Context: an optimization exercise on an open-source flow, tuned for small area. The choices shown serve that exercise and are no tape-out recipe. RTL that was checked went through simulation tests only; none was proved equivalent to the original. The clock port is modelled as an ideal driver, which makes a skipped or thinned clock tree look cheaper than it is; a real chip needs a root buffer or a tree. Power figures rest on the tool's default switching activity, not on a simulated workload.

==> module top, before the edit <==
module top(
input wire clk,
input wire rst,		 
input switch,
output wire [3:0] anode,
output wire [7:0] cathode
    );
reg [3:0] p;		 
reg [1:0] d;		 
reg [2:0] q;		 
reg [2:0] e;		 
reg [3:0] h, a, b, c;	 
wire pw    = ~p[0] & p[1] & p[2];			 
wire rs    = ~p[0] & ~p[1] & ~p[2] & ~d[1] & ~d[0];	 
wire first = q[2] & q[0];				 
wire ev    = rs & ~q[1] & q[0] & (&e);		 
wire d3    = d[1] & ~d[0];
wire cin   = pw ? (h[3] & h[1] & ~d3) : (ev & switch);
wire [3:0] x = pw ? a : h;
wire [3:0] xi = x + {3'd0, cin};
always @(posedge clk)
	if (rst) begin
		p <= 4'b0001; d <= 2'd0; q <= 3'b111; e <= 3'b100;
		h <= 4'd0;
	end else begin
		p <= {p[2:0], (~p[3] & p[0]) | (p[3] & ~p[1] & ~p[0])};
		if (pw) d <= {d[0], ~d[1]};
		if (rs) begin
			q <= {q[1:0], ~q[2] & ~q[1]};
			e <= e + 3'd1;
		end
		h <= (pw & first) ? 4'd0 : xi;
	end
always @(posedge clk)
	if (pw) begin
		a <= b; b <= c; c <= {h[3] & ~h[1], h[2], h[1] & ~h[3], h[0]};
	end
assign anode = {~(d[1] & ~d[0]), ~(d[1] & d[0]), ~(~d[1] & d[0]), ~(~d[1] & ~d[0])};
wire w = h[3], xx = h[2], y = h[1], z = h[0];
assign cathode[7] = (~w & ~xx & ~y & z) | (xx & ~y & ~z);		 
assign cathode[6] = xx & (y ^ z);					 
assign cathode[5] = ~w & ~xx & y & ~z;					 
assign cathode[4] = (~w & ~xx & ~y & z) | (xx & ~y & ~z) | (xx & y & z);	 
assign cathode[3] = z | (xx & ~y);					 
assign cathode[2] = (~w & ~xx & (y | z)) | (y & z);			 
assign cathode[1] = (~w & ~xx & ~y) | (xx & y & z) | (w & y);		 
assign cathode[0] = 1'b1;						 
endmodule
export LEC_CHECK = 0
export CAP_MARGIN = 20
export CORE_MARGIN = 2
export CORE_UTILIZATION = 25
export SLEW_MARGIN = 20
create_clock -name core_clock -period 20.0 [get_ports {clk}]
standard.sh (not shown) runs the stock make flow with config.mk's settings and CLKGATE_MAP_FILE= SYNTH_SCRIPT=/design/flow/synth_recipe.tcl, a recipe that flattens the netlist after the stock synthesis.
==> flow/flow/run.sh <==
#!/bin/bash
# The standard layout (standard.sh), changed in four ways to save area:
#  - synthesis maps the logic with an area-oriented ABC script (flow/abc_amap.script);
#    everything else in synth_recipe.tcl is unchanged, so the registers are the same;
#  - the port buffers are buf_1;
#  - the clock tree is one clock buffer driving every flip-flop (flow/cts_one_buffer.tcl);
#  - repair_timing recovers power (downsizes cells) where there is slack.
set -euo pipefail
here=$(pwd)
{
  head -n 1 synth_recipe.tcl
  cat <<'TCL'
proc abc {args} {
  set i [lsearch -exact $args -script]
  if { $i >= 0 } {
    set args [lreplace $args [expr {$i + 1}] [expr {$i + 1}] $::env(FLOW_ABC_SCRIPT)]
  }
  yosys abc {*}$args
}
TCL
  tail -n +2 synth_recipe.tcl
} > flow_synth.tcl
sed "s|SYNTH_SCRIPT=[^ ]*|SYNTH_SCRIPT=$here/flow_synth.tcl|" standard.sh > flow_standard.sh
export FLOW_ABC_SCRIPT=$here/flow/abc_amap.script
export BUFFER_PORTS_ARGS="-buffer_cell sky130_fd_sc_hd__buf_1"
export PRE_CTS_TCL=$here/flow/cts_one_buffer.tcl
export FLOW_CLOCK_BUFFER=sky130_fd_sc_hd__clkbuf_16
export RECOVER_POWER=100
bash flow_standard.sh > flow_standard.log 2>&1
==> flow/flow/abc_amap.script <==
strash
dch
amap
==> flow/flow/cts_one_buffer.tcl <==
# Sourced by ORFS's cts.tcl before its clock_tree_synthesis call (PRE_CTS_TCL).
# The design has a few dozen flip-flops close together, so the clock tree is a
# single buffer: clk -> FLOW_CLOCK_BUFFER -> every clock sink. This replaces
# clock_tree_synthesis; the rest of cts.tcl (legalization, timing repair) runs as usual.
rename clock_tree_synthesis orfs_clock_tree_synthesis
proc clock_tree_synthesis { args } {
  set db [ord::get_db]
  set block [ord::get_db_block]
  set master [$db findMaster $::env(FLOW_CLOCK_BUFFER)]
  set clknet [$block findNet clk]
  set sinks {}
  set sx 0
  set sy 0
  foreach it [$clknet getITerms] {
    set inst [$it getInst]
    set loc [$inst getLocation]
    set sx [expr { $sx + [lindex $loc 0] }]
    set sy [expr { $sy + [lindex $loc 1] }]
    lappend sinks $it
  }
  set n [llength $sinks]
  puts "one-buffer clock tree: $n sinks"
  set buf [odb::dbInst_create $block $master clkbuf_0_clk]
  set net [odb::dbNet_create $block clknet_0_clk]
  foreach it $sinks {
    $it disconnect
    $it connect $net
  }
  [$buf findITerm A] connect $clknet
  [$buf findITerm X] connect $net
  $clknet setSigType CLOCK
  $net setSigType CLOCK
  $buf setLocation [expr { $sx / $n }] [expr { $sy / $n }]
  $buf setPlacementStatus PLACED
  global_connect
  set_propagated_clock [all_clocks]
}
The first run finished clean.
Edit:
==> flow/design.v (replaced) <==
module top(
input wire clk,
input wire rst,		 
input switch,
output wire [3:0] anode,
output wire [7:0] cathode
    );
localparam [3:0] PM = 4'd1;
localparam [1:0] DM = 2'd0;
localparam [2:0] QM = 3'd2;
localparam [2:0] EM = 3'd0;
localparam [3:0] HM = 4'd5;
reg [3:0] ps;		 
reg [1:0] ds;		 
reg [2:0] qs;		 
reg [2:0] es;		 
reg [3:0] hs, as, bs, cs;	 
wire [3:0] p = ps ^ PM;
wire [1:0] d = ds ^ DM;
wire [2:0] q = qs ^ QM;
wire [2:0] e = es ^ EM;
wire [3:0] h = hs ^ HM;		 
wire [3:0] a = as ^ HM;
wire pw    = ~p[0] & p[1] & p[2];			 
wire rs    = ~p[0] & ~p[1] & ~p[2] & ~d[1] & ~d[0];	 
wire first = q[2] & q[0];				 
wire ev    = rs & ~q[1] & q[0] & (&e);		 
wire d3    = d[1] & ~d[0];
wire cin   = pw ? (h[3] & h[1] & ~d3) : (ev & switch);	 
wire [3:0] x = pw ? a : h;
wire [3:0] xi = x + {3'd0, cin};
always @(posedge clk)
	if (rst) begin
		ps <= 4'b0001 ^ PM; ds <= 2'd0 ^ DM; qs <= 3'b111 ^ QM; es <= 3'b100 ^ EM;
		hs <= 4'd0 ^ HM;
	end else begin
		ps <= {p[2:0], (~p[3] & p[0]) | (p[3] & ~p[1] & ~p[0])} ^ PM;
		if (pw) ds <= {d[0], ~d[1]} ^ DM;
		if (rs) begin
			qs <= {q[1:0], ~q[2] & ~q[1]} ^ QM;
			es <= (e + 3'd1) ^ EM;
		end
		hs <= ((pw & first) ? 4'd0 : xi) ^ HM;
	end
always @(posedge clk)
	if (pw) begin
		as <= bs; bs <= cs; cs <= {h[3] & ~h[1], h[2], h[1] & ~h[3], h[0]} ^ HM;
	end
assign anode = {~(d[1] & ~d[0]), ~(d[1] & d[0]), ~(~d[1] & d[0]), ~(~d[1] & ~d[0])};
wire w = h[3], xx = h[2], y = h[1], z = h[0];
assign cathode[7] = (~w & ~xx & ~y & z) | (xx & ~y & ~z);
assign cathode[6] = xx & (y ^ z);
assign cathode[5] = ~w & ~xx & y & ~z;
assign cathode[4] = (~w & ~xx & ~y & z) | (xx & ~y & ~z) | (xx & y & z);
assign cathode[3] = z | (xx & ~y);
assign cathode[2] = (~w & ~xx & (y | z)) | (y & z);
assign cathode[1] = (~w & ~xx & ~y) | (xx & y & z) | (w & y);
assign cathode[0] = 1'b1;
endmodule
What happened: Global-route usage falls by 0.38 points; die area falls by about 1.6%; total power falls by about 0.65%; hold slack barely changes; flip-flop and latch count does not change; clock skew is about the same.
Only the layout flow was run in the second run of this note; the RTL was not checked for function there. No run of this note takes its clock network from TritonCTS; it comes from the design's own scripts or RTL.


Another version of the RTL of top (not shown whole).
Size in the first run: about 1000 sq um of cells after synthesis.
==> module top, before the edit <==
module top(
input wire clk,
input wire rst,		 
input switch,
output wire [3:0] anode,
output wire [7:0] cathode
    );
localparam [3:0] PM = 4'd1;
localparam [1:0] DM = 2'd2;
localparam [2:0] QM = 3'd2;
localparam [2:0] EM = 3'd0;
localparam [3:0] HM = 4'd15;
reg [3:0] ps;		 
reg [1:0] ds;		 
reg [2:0] qs;		 
reg [2:0] es;		 
reg [3:0] hs, as, bs, cs;	 
wire [3:0] p = ps ^ PM;
wire [1:0] d = ds ^ DM;
wire [2:0] q = qs ^ QM;
wire [2:0] e = es ^ EM;
wire [3:0] h = hs ^ HM;		 
wire [3:0] a = as ^ HM;
wire pw    = ~p[0] & p[1] & p[2];			 
wire rs    = ~p[0] & ~p[1] & ~p[2] & ~d[1] & ~d[0];	 
wire first = q[2] & q[0];				 
wire ev    = rs & ~q[1] & q[0] & (&e);		 
wire d3    = d[1] & ~d[0];
wire hz    = (~h[0] & h[2] & ~h[3]);	 
wire cin   = pw ? (hz & ~d3) : (ev & switch);	 
wire [3:0] x = pw ? a : h;
wire [3:0] xt = {	 
	1'b1, (x[1]), (~x[1] & ~x[2]) | (~x[3]), (x[1]) | (x[0] & ~x[3])};
wire [3:0] xi = x ^ ({4{cin}} & xt);
always @(posedge clk)
	if (rst) begin
		ps <= 4'b0001 ^ PM; ds <= 2'd0 ^ DM; qs <= 3'b111 ^ QM; es <= 3'b100 ^ EM;
		hs <= 4'd0 ^ HM;
	end else begin
		ps <= {p[2:0], (~p[3] & p[0]) | (p[3] & ~p[1] & ~p[0])} ^ PM;
		if (pw) ds <= {d[0], ~d[1]} ^ DM;
		if (rs) begin
			qs <= {q[1:0], ~q[2] & ~q[1]} ^ QM;
			es <= (e + 3'd1) ^ EM;
		end
		hs <= ((pw & first) ? 4'd0 : xi) ^ HM;
	end
always @(posedge clk)
	if (pw) begin
		as <= bs; bs <= cs; cs <= {h[3], h[2] & ~hz, h[1], h[0]} ^ HM;
	end
assign anode = {~(d[1] & ~d[0]), ~(d[1] & d[0]), ~(~d[1] & d[0]), ~(~d[1] & ~d[0])};
assign cathode[7] = (~h[0] & h[1] & ~h[2]);	 
assign cathode[6] = (h[0] & ~h[1]);	 
assign cathode[5] = (h[0] & h[1] & h[2]);	 
assign cathode[4] = (~h[0] & h[1]);	 
assign cathode[3] = (~h[0] & h[1]) | (h[3]);	 
assign cathode[2] = (h[1] & h[2]) | (~h[2] & h[3]);	 
assign cathode[1] = (h[1] & h[3]) | (~h[0] & ~h[1] & ~h[3]);	 
assign cathode[0] = 1'b1;
endmodule
export LEC_CHECK = 0
export CAP_MARGIN = 20
export CORE_MARGIN = 2
export CORE_UTILIZATION = 25
export SLEW_MARGIN = 20
create_clock -name core_clock -period 20.0 [get_ports {clk}]
==> flow/flow/run.sh <==
#!/bin/bash
# The standard layout (standard.sh), changed in four ways to save area:
#  - synthesis maps the logic with an area-oriented ABC script (flow/abc_amap.script);
#    everything else in synth_recipe.tcl is unchanged, so the registers are the same;
#  - the port buffers are buf_1;
#  - the clock tree is one clock buffer driving every flip-flop (flow/cts_one_buffer.tcl);
#  - repair_timing recovers power (downsizes cells) where there is slack.
set -euo pipefail
here=$(pwd)
{
  head -n 1 synth_recipe.tcl
  cat <<'TCL'
proc abc {args} {
  set i [lsearch -exact $args -script]
  if { $i >= 0 } {
    set args [lreplace $args [expr {$i + 1}] [expr {$i + 1}] $::env(FLOW_ABC_SCRIPT)]
  }
  yosys abc {*}$args
}
TCL
  tail -n +2 synth_recipe.tcl
} > flow_synth.tcl
sed "s|SYNTH_SCRIPT=[^ ]*|SYNTH_SCRIPT=$here/flow_synth.tcl|" standard.sh > flow_standard.sh
export FLOW_ABC_SCRIPT=$here/flow/abc_amap.script
export BUFFER_PORTS_ARGS="-buffer_cell sky130_fd_sc_hd__buf_1"
export PRE_CTS_TCL=$here/flow/cts_one_buffer.tcl
export FLOW_CLOCK_BUFFER=sky130_fd_sc_hd__buf_12
export RECOVER_POWER=100
bash flow_standard.sh > flow_standard.log 2>&1
Scripts as last shown in full above: flow/flow/abc_amap.script, flow/flow/cts_one_buffer.tcl
The baseline finished with timing, DRC and antenna clean.
Edit:
==> flow/design.v (replaced) <==
module top(
input wire clk,
input wire rst,		 
input switch,
output wire [3:0] anode,
output wire [7:0] cathode
    );
localparam [3:0] PM = 4'd10;
localparam [1:0] DM = 2'd2;
localparam [2:0] QM = 3'd5;
localparam [2:0] EM = 3'd2;
localparam [3:0] HM = 4'd15;
reg [3:0] ps;		 
reg [1:0] ds;		 
reg [2:0] qs;		 
reg [2:0] es;		 
reg [3:0] hs;		 
reg [3:0] r0s, r1s, r2s;	 
wire [3:0] p = ps ^ PM;
wire [1:0] d = ds ^ DM;
wire [2:0] q = qs ^ QM;
wire [2:0] e = es ^ EM;
wire [3:0] h = hs ^ HM;		 
wire [3:0] r2 = r2s ^ HM;	 
wire pw    = ~p[0] & p[1] & p[2];			 
wire rs    = ~p[0] & ~p[1] & ~p[2] & ~d[1] & ~d[0];	 
wire first = &q;					 
wire ev    = rs & ~q[1] & q[0] & (&e);		 
wire d3    = d[1] & ~d[0];
wire hz    = (~h[0] & h[2] & ~h[3]);	 
wire cin   = pw ? (hz & ~d3) : (ev & switch);	 
wire [3:0] x = pw ? r2 : h;
wire [3:0] xt = {	 
	1'b1, (x[1]), (~x[1] & ~x[2]) | (~x[3]), (x[1]) | (x[0] & ~x[3])};
wire [3:0] xi = x ^ ({4{cin}} & xt);
always @(posedge clk)
	if (rst) begin
		ps <= 4'b0001 ^ PM; ds <= 2'd0 ^ DM; qs <= 3'b111 ^ QM; es <= 3'b010 ^ EM;
		hs <= 4'd0 ^ HM;
	end else begin
		ps <= {p[2:0], (~p[3] & p[0]) | (p[3] & ~p[1] & ~p[0])} ^ PM;
		if (pw) ds <= {d[0], ~d[1]} ^ DM;
		qs <= {q[1:0], rs ? ~q[2] & ~q[1] : q[2]} ^ QM;
		es <= {e[1:0], rs ? e[2] ^ (e[1] | ~e[0]) : e[2]} ^ EM;
		hs <= ((pw & first) ? 4'd0 : xi) ^ HM;
	end
always @(posedge clk) begin
	r1s <= r0s;
	r2s <= r1s;
	r0s <= pw ? {h[3], h[2] & ~hz, h[1], h[0]} ^ HM : r2s;
end
assign anode = {~(d[1] & ~d[0]), ~(d[1] & d[0]), ~(~d[1] & d[0]), ~(~d[1] & ~d[0])};
assign cathode[7] = (~h[0] & h[1] & ~h[2]);	 
assign cathode[6] = (h[0] & ~h[1]);	 
assign cathode[5] = (h[0] & h[1] & h[2]);	 
assign cathode[4] = (~h[0] & h[1]);	 
assign cathode[3] = (~h[0] & h[1]) | (h[3]);	 
assign cathode[2] = (h[1] & h[2]) | (~h[2] & h[3]);	 
assign cathode[1] = (h[1] & h[3]) | (~h[0] & ~h[1] & ~h[3]);	 
assign cathode[0] = 1'b1;
endmodule
The changed run produced a clean layout.
Core utilization drops by 0.11 points.
Area after synthesis decreases by 11%.
Power is higher by 1.7%.
Sequential share of layout area decreases by 4.8 points.
Via count went down by 1.4%.
First-iteration DRC count rose by 19%.
Critical path depth went up by 2.
In every run of this note, the design's own scripts or RTL, not TritonCTS, make the clock network.

separate check: timing with driven ports:
No port has a modelled driver above. Below, the same layouts with a new extraction and two added sets of constraints. Step 1, drivers: a clkbuf_16 drives clk and a buf_2 each remaining input, both assumed. Step 2 moves the port delays by t, midway between the first and last clock arrival at a register: inputs arrive t later, outputs are due t later. That takes back most of the time a late clock gives input paths. a / b / c = ideal ports / drivers / drivers and shift; a / b = the first two.
| run | shift t [ns] | setup slack, ns | worst slew at a driven data input, ns |
|---|---|---|---|
| the first run of note 1 | 0.183 | 14.576 / 14.551 / 14.735 | 0.03 |
| the second run of note 1 | 0.187 | 14.609 / 14.581 / 14.768 | 0.03 |
| the first run of note 2 | 0.158 | 14.843 / 14.817 / 14.943 | 0.03 |
| the second run of note 2 | 0.158 | 14.725 / 14.697 / 14.854 | 0.04 |
After both steps every run listed still meets setup and hold.
